Background: an optimization exercise with open tools, aiming at small area, a short achievable clock period and few clock cycles. Do not read the settings as production practice. Power figures rest on the tool's default switching activity, not on a simulated workload.

==> module ECE564MyDesign, before the edit <==
module ECE564MyDesign
	    (
            input  wire               xxx__dut__run            ,
            output reg                dut__xxx__busy           ,
            input  wire               clk                      ,
            input  wire               reset_b                  ,
            output reg  [11:0]        dut__sram__write_address  ,
            output reg  [15:0]        dut__sram__write_data     ,
            output reg                dut__sram__write_enable   ,
            output wire [11:0]        dut__sram__read_address   ,
            input  wire [15:0]        sram__dut__read_data      ,
            output wire [11:0]        dut__gmem__read_address   ,
            input  wire [15:0]        gmem__dut__read_data      ,
            output wire [11:0]        dut__tanhmem__read_address     ,
            input  wire [15:0]        tanhmem__dut__read_data
            );
function [71:0] csa;
	input [35:0] x, y, z;
	begin
		csa = {(x & y) | (x & z) | (y & z), x ^ y ^ z};
	end
endfunction
function [71:0] booth8;
	input [15:0] x;
	input [15:0] y;
	integer k;
	reg [2:0]  d;
	reg [7:0]  ng;
	reg [16:0] mag, pk;
	reg [35:0] r0, r1, r2, r3, r4, r5, r6, r7, r8, rk;
	reg [71:0] a1, a2, a3, b1, b2, c1, e1;
	begin
		for (k = 0; k < 8; k = k + 1) begin
			d  = (k == 0) ? {y[1:0], 1'b0} : y[2*k-1 +: 3];
			ng[k] = d[2] & ~(d[1] & d[0]);
			case (d)
				3'b001, 3'b010, 3'b101, 3'b110: mag = {x[15], x};
				3'b011, 3'b100:                 mag = {x, 1'b0};
				default:                        mag = 17'd0;
			endcase
			pk = mag ^ {17{ng[k]}};
			rk = {19'd0, ~pk[16], pk[15:0]} << (2*k);
			if (k > 0)
				rk = rk | ({35'd0, ng[k-1]} << (2*k-2));
			case (k)
				0: r0 = rk;  1: r1 = rk;  2: r2 = rk;  3: r3 = rk;
				4: r4 = rk;  5: r5 = rk;  6: r6 = rk;  default: r7 = rk;
			endcase
		end
		r8 = 36'hFAAAB0000 | {21'd0, ng[7], 14'd0};
		a1 = csa(r0, r1, r2);
		a2 = csa(r3, r4, r5);
		a3 = csa(r6, r7, r8);
		b1 = csa(a1[35:0], {a1[70:36], 1'b0}, a2[35:0]);
		b2 = csa({a2[70:36], 1'b0}, a3[35:0], {a3[70:36], 1'b0});
		c1 = csa(b1[35:0], {b1[70:36], 1'b0}, b2[35:0]);
		e1 = csa(c1[35:0], {c1[70:36], 1'b0}, {b2[70:36], 1'b0});
		booth8 = {e1[70:36], 1'b0, e1[35:0]};
	end
endfunction
reg  [12:0] n;
wire [3:0]  p = n[3:0];
wire [8:0]  q = n[12:4];
always @(posedge clk)
	if (!reset_b)
		n <= 13'd0;
	else if (xxx__dut__run | dut__xxx__busy)
		n <= n + 13'd1;
assign dut__sram__read_address = {3'b000, n[11:8], n[3:0], 1'b0};
assign dut__gmem__read_address = {3'b000, n[7:4],  n[3:0], 1'b0};
reg ph_first, ph_cap, ph_up, ph_tl, ph_ld, ph_step, ph_wr;
always @(posedge clk) begin
	ph_first <= (p == 4'd2);                
	ph_cap   <= (p == 4'd2);                
	ph_up    <= (p == 4'd3);
	ph_tl    <= (p == 4'd5);
	ph_ld    <= (p == 4'd6);
	ph_step  <= p[3] | (p == 4'd7);
	ph_wr    <= (p == 4'd0);
end
reg [15:0] xr, gr, tr;
always @(posedge clk) begin
	xr <= sram__dut__read_data;
	gr <= gmem__dut__read_data;
	tr <= tanhmem__dut__read_data;
end
reg  [35:0] ms, mc;
reg  [35:0] acc;
always @(posedge clk) begin
	{mc, ms} <= booth8(xr, gr);
	acc <= (ph_first ? 36'd0 : acc) + ms + mc;
end
wire [35:0] A   = acc[35] ? (36'd0 - acc) : acc;
wire        sat = |A[35:32];
reg         neg, sat_r;
reg  [23:0] F;
reg  [8:0]  taddr;
reg  [15:0] tL;
assign dut__tanhmem__read_address = {2'b00, taddr, 1'b0};
always @(posedge clk) begin
	if (ph_cap) begin
		neg   <= acc[35];
		sat_r <= sat;
		F     <= A[23:0];
		taddr <= sat ? 9'd255 : {1'b0, A[31:24]};
	end
	if (ph_up && !sat_r)
		taddr <= taddr + 9'd1;
	if (ph_tl)
		tL <= tr;
end
reg  [18:0] Dsh;
reg  [24:0] H;
reg         sticky;
wire        ng0 = Dsh[2] & ~(Dsh[1] & Dsh[0]);
wire [24:0] mg0 = (Dsh[2:0] == 3'b011 || Dsh[2:0] == 3'b100) ? {F, 1'b0} :
                  (Dsh[1] ^ Dsh[0]) ? {1'b0, F} : 25'd0;
wire [26:0] T   = {{2{H[24]}}, H} + ({2'd0, mg0} ^ {27{ng0}}) + {26'd0, ng0};
always @(posedge clk) begin
	if (ph_ld) begin
		Dsh    <= {2'b00, tr, 1'b0} - {2'b00, tL, 1'b0};
		H      <= 25'd0;
		sticky <= 1'b0;
	end else if (ph_step) begin
		Dsh    <= {{2{Dsh[18]}}, Dsh[18:2]};
		H      <= T[26:2];
		sticky <= sticky | (|T[1:0]);
	end
end
wire        st = sticky | (|H[5:0]);
wire [15:0] R  = (tL + H[21:6] + {16{neg & ~st}}) ^ {16{neg}};
always @(posedge clk) begin
	if (!reset_b) begin
		dut__xxx__busy          <= 1'b0;
		dut__sram__write_enable <= 1'b0;
	end else begin
		if (xxx__dut__run)
			dut__xxx__busy <= 1'b1;
		else if (q == 9'd257 && p == 4'd2)
			dut__xxx__busy <= 1'b0;
		dut__sram__write_enable <= dut__xxx__busy && p == 4'd1 && q >= 9'd2 && q <= 9'd257;
	end
	if (ph_wr) begin
		dut__sram__write_data    <= R;
		dut__sram__write_address <= {3'b001, q[7:0] - 8'd2, 1'b0};
	end
end
endmodule
Settings: LEC_CHECK=0, ABC_CLOCK_PERIOD_IN_PS=3500, CAP_MARGIN=20, CORE_MARGIN=2, CORE_UTILIZATION=40, SLEW_MARGIN=20; clock period 11.0 ns.
standard.sh (not shown) runs the stock make flow with config.mk's settings and CLKGATE_MAP_FILE= SYNTH_SCRIPT=/design/flow/synth_recipe.tcl, a recipe that flattens the netlist after the stock synthesis.
==> flow/flow/run.sh <==
#!/bin/bash
set -euo pipefail
bash standard.sh SETUP_SLACK_MARGIN=7 finish > flow_standard.log 2>&1
Change:
--- a/flow/design.v
+++ b/flow/design.v
@@ -65,9 +65,9 @@
 	if (!reset_b)
 		n <= 13'd0;
-	else if (xxx__dut__run | dut__xxx__busy)
-		n <= n + 13'd1;
+	else
+		n <= (n + 13'd1) & {13{xxx__dut__run | dut__xxx__busy}};
 assign dut__sram__read_address = {3'b000, n[11:8], n[3:0], 1'b0};
 assign dut__gmem__read_address = {3'b000, n[7:4],  n[3:0], 1'b0};
-reg ph_first, ph_cap, ph_up, ph_tl, ph_ld, ph_step, ph_wr;
+reg ph_first, ph_cap, ph_up, ph_tl, ph_ld, ph_step;
 always @(posedge clk) begin
 	ph_first <= (p == 4'd2);                
@@ -77,5 +77,4 @@
 	ph_ld    <= (p == 4'd6);
 	ph_step  <= p[3] | (p == 4'd7);
-	ph_wr    <= (p == 4'd0);
 end
 reg [15:0] xr, gr, tr;
@@ -141,8 +140,6 @@
 		dut__sram__write_enable <= dut__xxx__busy && p == 4'd1 && q >= 9'd2 && q <= 9'd257;
 	end
-	if (ph_wr) begin
-		dut__sram__write_data    <= R;
-		dut__sram__write_address <= {3'b001, q[7:0] - 8'd2, 1'b0};
-	end
+	dut__sram__write_data    <= R;
+	dut__sram__write_address <= {3'b001, q[7:0] - 8'd2, 1'b0};
 end
 endmodule
Effect:
- sequential share of layout area goes down by 0.33 points
- via count came out lower slightly
- first-iteration DRC count grows by a quarter to a third
- hold slack loses 0.0058 ns
- combinational power drops by a few percent
- sequential power fell by a few percent
- flip-flop and latch count decreases by 1
- worst setup slack improved by 0.045 ns
- area after synthesis decreases by a few percent
- count of clock-buffer cells in the layout grows by 2
- power falls by a few percent
Function was not checked in any run of this note: the RTL went through the layout flow alone.

---

Another version of the RTL of ECE564MyDesign (not shown whole).
For scale: about 2000 cells after synthesis, about 270 flip-flops, roughly 120 I/O pins, ~0.020 mm^2 of cells after synthesis.
==> module ECE564MyDesign, before the edit <==
module ECE564MyDesign
	    (
            input  wire               xxx__dut__run            ,
            output reg                dut__xxx__busy           ,
            input  wire               clk                      ,
            input  wire               reset_b                  ,
            output reg  [11:0]        dut__sram__write_address  ,
            output reg  [15:0]        dut__sram__write_data     ,
            output reg                dut__sram__write_enable   ,
            output wire [11:0]        dut__sram__read_address   ,
            input  wire [15:0]        sram__dut__read_data      ,
            output wire [11:0]        dut__gmem__read_address   ,
            input  wire [15:0]        gmem__dut__read_data      ,
            output wire [11:0]        dut__tanhmem__read_address     ,
            input  wire [15:0]        tanhmem__dut__read_data
            );
function [71:0] csa;
	input [35:0] x, y, z;
	begin
		csa = {(x & y) | (x & z) | (y & z), x ^ y ^ z};
	end
endfunction
function [71:0] booth8;
	input [15:0] x;
	input [15:0] y;
	integer k;
	reg [2:0]  d;
	reg [7:0]  ng;
	reg [16:0] mag, pk;
	reg [35:0] r0, r1, r2, r3, r4, r5, r6, r7, r8, rk;
	reg [71:0] a1, a2, a3, b1, b2, c1, e1;
	begin
		for (k = 0; k < 8; k = k + 1) begin
			d  = (k == 0) ? {y[1:0], 1'b0} : y[2*k-1 +: 3];
			ng[k] = d[2] & ~(d[1] & d[0]);
			case (d)
				3'b001, 3'b010, 3'b101, 3'b110: mag = {x[15], x};
				3'b011, 3'b100:                 mag = {x, 1'b0};
				default:                        mag = 17'd0;
			endcase
			pk = mag ^ {17{ng[k]}};
			rk = {19'd0, ~pk[16], pk[15:0]} << (2*k);
			if (k > 0)
				rk = rk | ({35'd0, ng[k-1]} << (2*k-2));
			case (k)
				0: r0 = rk;  1: r1 = rk;  2: r2 = rk;  3: r3 = rk;
				4: r4 = rk;  5: r5 = rk;  6: r6 = rk;  default: r7 = rk;
			endcase
		end
		r8 = 36'hFAAAB0000 | {21'd0, ng[7], 14'd0};
		a1 = csa(r0, r1, r2);
		a2 = csa(r3, r4, r5);
		a3 = csa(r6, r7, r8);
		b1 = csa(a1[35:0], {a1[70:36], 1'b0}, a2[35:0]);
		b2 = csa({a2[70:36], 1'b0}, a3[35:0], {a3[70:36], 1'b0});
		c1 = csa(b1[35:0], {b1[70:36], 1'b0}, b2[35:0]);
		e1 = csa(c1[35:0], {c1[70:36], 1'b0}, {b2[70:36], 1'b0});
		booth8 = {e1[70:36], 1'b0, e1[35:0]};
	end
endfunction
reg  [12:0] n;
wire [3:0]  p = n[3:0];
wire [8:0]  q = n[12:4];
always @(posedge clk)
	if (!reset_b)
		n <= 13'd0;
	else
		n <= (n + 13'd1) & {13{xxx__dut__run | dut__xxx__busy}};
assign dut__sram__read_address = {3'b000, n[11:8], n[3:0], 1'b0};
assign dut__gmem__read_address = {3'b000, n[7:4],  n[3:0], 1'b0};
reg ph_first, ph_cap, ph_up, ph_tl, ph_tu, ph_ld, ph_step;
always @(posedge clk) begin
	ph_first <= (p == 4'd2);                
	ph_cap   <= (p == 4'd2);                
	ph_up    <= (p == 4'd3);
	ph_tl    <= (p == 4'd4);
	ph_tu    <= (p == 4'd5);
	ph_ld    <= (p == 4'd6);
	ph_step  <= p[3] | (p == 4'd7);
end
reg [15:0] xr, gr;
always @(posedge clk) begin
	xr <= sram__dut__read_data;
	gr <= gmem__dut__read_data;
end
reg  [35:0] ms, mc;
reg  [35:0] acc;
always @(posedge clk) begin
	{mc, ms} <= booth8(xr, gr);
	acc <= (ph_first ? 36'd0 : acc) + ms + mc;
end
wire        s   = acc[35];
wire [35:0] Ap  = acc ^ {36{s}};
wire        sat = (|Ap[35:32]) | (s & (&Ap[31:0]));
reg         neg, sat_r;
reg  [23:0] F;
reg  [8:0]  taddr;
reg  [15:0] tL;
assign dut__tanhmem__read_address = {2'b00, taddr, 1'b0};
always @(posedge clk) begin
	if (ph_cap) begin
		neg   <= acc[35];
		sat_r <= sat;
		F     <= Ap[23:0];
		taddr <= sat ? 9'd255 : {1'b0, Ap[31:24]};
	end
	if (ph_up && !sat_r)
		taddr <= taddr + 9'd1;
	if (ph_tl)
		tL <= tanhmem__dut__read_data;
end
reg  [18:0] Dsh;
reg  [24:0] H;
wire        ng0 = Dsh[2] & ~(Dsh[1] & Dsh[0]);
wire [24:0] mg0 = (Dsh[2:0] == 3'b011 || Dsh[2:0] == 3'b100) ? {F, 1'b0} :
                  (Dsh[1] ^ Dsh[0]) ? {1'b0, F} : 25'd0;
wire [27:0] T   = {{2{H[24]}}, H, ng0} + {({2'd0, mg0} ^ {27{ng0}}), ng0};
wire [17:0] D1  = {2'b00, Dsh[16:1]} + {2'b11, ~tL};           
always @(posedge clk) begin
	if (ph_tu) begin
		Dsh <= {2'b00, tanhmem__dut__read_data, 1'b0};       
	end else if (ph_ld) begin
		Dsh <= {D1, 1'b1};
		H   <= {{7{D1[17]}}, D1} & {25{neg}};
	end else if (ph_step) begin
		Dsh <= {{2{Dsh[18]}}, Dsh[18:2]};
		H   <= T[27:3];
	end
end
wire [15:0] R = (tL + H[21:6]) ^ {16{neg}};
always @(posedge clk) begin
	if (!reset_b) begin
		dut__xxx__busy          <= 1'b0;
		dut__sram__write_enable <= 1'b0;
	end else begin
		if (xxx__dut__run)
			dut__xxx__busy <= 1'b1;
		else if (q == 9'd257 && p == 4'd2)
			dut__xxx__busy <= 1'b0;
		dut__sram__write_enable <= dut__xxx__busy && p == 4'd1 && q >= 9'd2 && q <= 9'd257;
	end
	dut__sram__write_data    <= R;
	dut__sram__write_address <= {3'b001, q[7:0] - 8'd2, 1'b0};
end
endmodule
export LEC_CHECK = 0
export ABC_CLOCK_PERIOD_IN_PS = 3500
export CAP_MARGIN = 20
export CORE_MARGIN = 2
export CORE_UTILIZATION = 60
export CTS_BUF_LIST = sky130_fd_sc_hd__clkbuf_8 sky130_fd_sc_hd__clkbuf_16
export CTS_CLUSTER_DIAMETER = 100
export CTS_CLUSTER_SIZE = 18
export SLEW_MARGIN = 20
create_clock -name core_clock -period 11.0 [get_ports {clk}]
==> flow/flow/run.sh <==
#!/bin/bash
# Standard layout (the standard.sh, the design's constraint.sdc), with
#  - the port buffers made with the smallest plain buffer.
set -euo pipefail
bash standard.sh SETUP_SLACK_MARGIN=7 \
  "BUFFER_PORTS_ARGS=-buffer_cell sky130_fd_sc_hd__buf_1" \
  finish > flow_standard.log 2>&1
Edit:
--- a/flow/design.v
+++ b/flow/design.v
@@ -21,9 +21,21 @@
 	end
 endfunction
+function [23:0] brec;
+	input [15:0] y;
+	integer k;
+	reg [2:0] d;
+	begin
+		for (k = 0; k < 8; k = k + 1) begin
+			d = (k == 0) ? {y[1:0], 1'b0} : y[2*k-1 +: 3];
+			brec[k]      = d[1] ^ d[0];
+			brec[8 + k]  = (d == 3'b011) | (d == 3'b100);
+			brec[16 + k] = d[2] & ~(d[1] & d[0]);
+		end
+	end
+endfunction
 function [71:0] booth8;
 	input [15:0] x;
-	input [15:0] y;
+	input [23:0] yr;
 	integer k;
-	reg [2:0]  d;
 	reg [7:0]  ng;
 	reg [16:0] mag, pk;
@@ -31,12 +43,7 @@
 	reg [71:0] a1, a2, a3, b1, b2, c1, e1;
 	begin
+		ng = yr[23:16];
 		for (k = 0; k < 8; k = k + 1) begin
-			d  = (k == 0) ? {y[1:0], 1'b0} : y[2*k-1 +: 3];
-			ng[k] = d[2] & ~(d[1] & d[0]);
-			case (d)
-				3'b001, 3'b010, 3'b101, 3'b110: mag = {x[15], x};
-				3'b011, 3'b100:                 mag = {x, 1'b0};
-				default:                        mag = 17'd0;
-			endcase
+			mag = ({x[15], x} & {17{yr[k]}}) | ({x, 1'b0} & {17{yr[8 + k]}});
 			pk = mag ^ {17{ng[k]}};
 			rk = {19'd0, ~pk[16], pk[15:0]} << (2*k);
@@ -72,5 +79,5 @@
 always @(posedge clk) begin
 	ph_first <= (p == 4'd2);                
-	ph_cap   <= (p == 4'd2);                
+	ph_cap   <= (p == 4'd2) & dut__xxx__busy;    
 	ph_up    <= (p == 4'd3);
 	ph_tl    <= (p == 4'd4);
@@ -79,8 +86,9 @@
 	ph_step  <= p[3] | (p == 4'd7);
 end
-reg [15:0] xr, gr;
+reg [15:0] xr;
+reg [23:0] gr;                           
 always @(posedge clk) begin
 	xr <= sram__dut__read_data;
-	gr <= gmem__dut__read_data;
+	gr <= brec(gmem__dut__read_data);
 end
 reg  [35:0] ms, mc;
Effect:
- The changed run finished clean
- non-clock buffer count is lower by 3
- sequential share of layout area is higher by 0.22 points
- setup slack improves by 51 ps
- via count rises by a few percent
- cell area increases by a few percent
- area after synthesis goes up by a few percent
- clock-buffer cell count rose by 1
No functional check of the RTL was part of any run of this note.

-- separate check: timing with driven ports --
No port has a modelled driver above. Below, the same layouts with a new extraction and two added sets of constraints. Step 1, drivers: a clkbuf_16 drives clk and a buf_2 each remaining input, both assumed. Step 2, shift: input delay + t, output delay - t, t = (earliest + latest rising clock arrival at the registers) / 2. This alone moves slack from input paths to output paths. Three values: ideal ports, drivers, drivers and shift; two values: the first two.
run	t (ns)	slack for setup (ns)	worst setup path at the end	latest minus earliest clock arrival (ns)	cell pins on the clock port's net
the first run of note 1	0.615	7.061 / 7.005 / 6.903	input to register	0.034 / 0.033	1
the second run of note 1	0.609	7.106 / 7.049 / 7.137	register to register	0.029 / 0.029	1
the first run of note 2	0.568	7.069 / 7.069 / 7.069	register to register	0.020 / 0.021	1
the second run of note 2	0.574	7.120 / 7.120 / 7.120	register to register	0.036 / 0.036	1
After both steps setup and hold are still met in every run listed. For the first run of note 1, which loses most, drivers alone change the setup slack by -0.056 ns; drivers and shift together by -0.158 ns.
